Background: an optimization exercise with open tools, aiming at small area, a short achievable clock period and few clock cycles. Do not read the settings as production practice. The RTL was checked by simulation tests, not by an equivalence proof against the original design. Power is estimated from default activity; no workload was simulated.

Setup of run 1:
==> flow/design.v (excerpt) <==
module SingleCycleCPU(
    input clk,
    input Reset,                  
    output [31:0] pc,
    input  [31:0] instr,
    output reg reg_we,
    output reg [4:0] reg_waddr,
    output reg [31:0] reg_wdata,
    output reg mem_we,
    output reg [5:0] mem_addr,
    output reg [31:0] mem_wdata,
    output reg halted
    );
    wire [11:2] pcr;
    assign pc = {20'b0, pcr, 2'b00};
    reg fstop;                     
    reg [31:0] x_a, x_b;           
    reg [9:0]  x_imm;              
    reg [4:0]  x_dst;
    reg        x_wr, x_add, x_sub, x_and, x_sw, x_lw, x_bne, x_halt;
    reg        x_pred;             
    reg [11:2] x_pcn;              
    reg [31:0] m_res;
    reg [15:0] m_s0, m_s1, m_s2, m_s3;   
    reg [4:0]  m_sel;              
    reg [4:0]  m_dst;
    reg        m_wr;
    wire [31:0] alu_sum, alu_logic, alu_res;
    wire        ne;
    ALU alu(.A(x_a), .B(x_b), .add(x_add), .sub(x_sub), .and_(x_and),
            .Sum(alu_sum), .Logic(alu_logic), .Result(alu_res), .ne(ne));
    wire [5:0] maddr = x_a[5:0] + x_imm[5:0];
    wire [15:0] hr = 16'b1 << maddr[5:2];
    wire [15:0] hr1 = {hr[14:0], hr[15]};
    wire redirect = x_bne & (ne ^ x_pred);
    wire [11:2] x_target;
    Two2One2 two2one2(.PC_next(x_pcn), .Imme(x_imm), .PC_new(x_target));
    wire [11:2] x_alt = x_pred ? x_pcn : x_target;
    wire [7:0] q0, q1, q2, q3;
    DataMemory data_memory(.O(mem_addr[1:0]), .S0(m_s0), .S1(m_s1), .S2(m_s2), .S3(m_s3),
                           .DataIn(mem_wdata), .Q0(q0), .Q1(q1), .Q2(q2), .Q3(q3),
                           .WE(mem_we & Reset), .CLK(clk));
    wire [31:0] wdata;
    Two2One3 two2one3(.ALUResult(m_res), .Q0(q0), .Q1(q1), .Q2(q2), .Q3(q3),
                      .Sel(m_sel), .DB(wdata));
    wire [5:0] op = instr[31:26];
    wire [4:0] rs = instr[25:21];
    wire [4:0] rt = instr[20:16];
    wire [4:0] rd = instr[15:11];
    wire [15:0] imm = instr[15:0];
  ...
Size: roughly 1,800 flip-flops, ~140 I/O pins, about 0.075 mm² of cells after synthesis.
==> flow/config.mk <==
export PLATFORM = sky130hd
export DESIGN_NAME = SingleCycleCPU
export DESIGN_NICKNAME = SingleCycleCPU
export VERILOG_FILES = /design/flow/design.v
export SDC_FILE = /design/flow/constraint.sdc
export NUM_CORES = 4
export LEC_CHECK = 0
export CAP_MARGIN = 20
export CORE_MARGIN = 2
export CORE_UTILIZATION = 45
export CTS_CLUSTER_DIAMETER = 60
export CTS_CLUSTER_SIZE = 35
export PLACE_DENSITY = 0.6
export SLEW_MARGIN = 20
==> flow/constraint.sdc <==
create_clock -name core_clock -period 10.0 [get_ports {clk}]
set_input_delay 2.0000 -clock core_clock [delete_from_list [all_inputs] [get_ports {clk}]]
set_output_delay 2.0000 -clock core_clock [all_outputs]
set_load 0.01 [all_outputs]
standard.sh (not shown) runs the stock make flow with config.mk's settings and CLKGATE_MAP_FILE= SYNTH_SCRIPT=/design/flow/synth_recipe.tcl, a recipe that flattens the netlist after the stock synthesis.
==> flow/flow/run.sh <==
#!/bin/bash
set -euo pipefail
cd "$(dirname "$0")/.."
bash standard.sh SETUP_SLACK_MARGIN=6.5 finish > make_finish.log 2>&1
Testbench counts of run 1, summed over its fixed seeds: cycles 199,094.
The inputs of run 2 differ from those of run 1 as listed below.
Settings: SLEW_MARGIN: 20 -> 80; CAP_MARGIN: 20 -> 60.
==> comparison <==
Diff run 1 and run 2: fraction of layout cells with a size suffix above 1 higher in run 2. For number of max-capacitance violations reported, run 1 and run 2 come out practically identical. The clock-buffer cell count in run 2 was higher than what run 1 gave. The area share of fa/ha/maj cells after synthesis of run 2 and that of run 1 are within noise of each other. Power density over the cells: run 2 vs run 1 down 7.8%. Launch point of the worst path = instr[25]: run 2; launch point of the worst path = instr[24]: run 1. Worst voltage drop across the vdd grid for run 2: 4.0% up relative to run 1. From run 1 to run 2 the numbers moved as follows: routed wire length went up about 6%, worst setup slack after layout went down 0.18 ns.
#### Input delta (run 3 over run 2)
Settings: a change of CAP_MARGIN from 60 to 20; a change of SLEW_MARGIN from 80 to 20; a change of CTS_CLUSTER_DIAMETER from 60 to 50.
--- outcome ---
Summary of the comparison: clock share of power is higher in run 3, relative to run 2. Compared with run 2, run 3 ends up with a smaller final cell area. Synthesis-to-layout area growth in run 3 is 14 points lower than in run 2. Looking at logic gate share of total power, run 3 sits 3.7 points lower than run 2 does. Cell count in run 3 vs run 2: down 555. Total power improves in run 3 relative to run 2. Clock latency at the later pin of the worst-skew pair in run 3 is 0.02 ns below run 2.
> inputs changed (run 3 -> run 4)
Settings: a change of PLACE_DENSITY from 0.6 to 0.55; a change of CORE_UTILIZATION from 45 to 40.
--- outcome ---
The met2 demand-to-capacity share in global routing of run 4 is lower than that of run 3. Run 4 — cell depth of the worst setup path 2 lower, run 3 as reference. Compared with run 3, run 4 improves worst setup slack. Comparing run 4 with run 3, the maximum operating frequency came out essentially unchanged.

separate check: timing with driven ports:
The results above use ideal ports. As a check the final layouts listed here were re-extracted and re-timed, cells and wires unchanged.
Step 1: set_driving_cell puts a clkbuf_16 on clk and a buf_2 on each other input, an assumption about the parent block.
Step 2 times the ports against the registers' clock, not the clock port: input delays grow and output delays shrink by t, the midpoint of the rising clock arrivals with the driver on.
Three values: ideal, step 1, step 2; two values: the first two.
run	t (ns)	setup WS [ns]	hold slack, ns	slew at the worst register clock pin (ns)
run 1	0.908	6.374 / 6.385 / 5.513	0.385 / 0.385 / 0.385	0.11 / 0.11
run 2	0.934	6.195 / 6.209 / 5.274	0.395 / 0.395 / 0.395	0.11 / 0.11
run 3	0.919	6.380 / 6.429 / 5.510	0.386 / 0.386 / 0.386	0.10 / 0.10
run 4	0.915	6.386 / 6.441 / 5.526	0.396 / 0.396 / 0.396	0.10 / 0.10
After both steps every run listed still meets setup and hold. For run 2, which loses most, drivers alone change the setup slack by +0.014 ns; drivers and shift together by -0.921 ns.
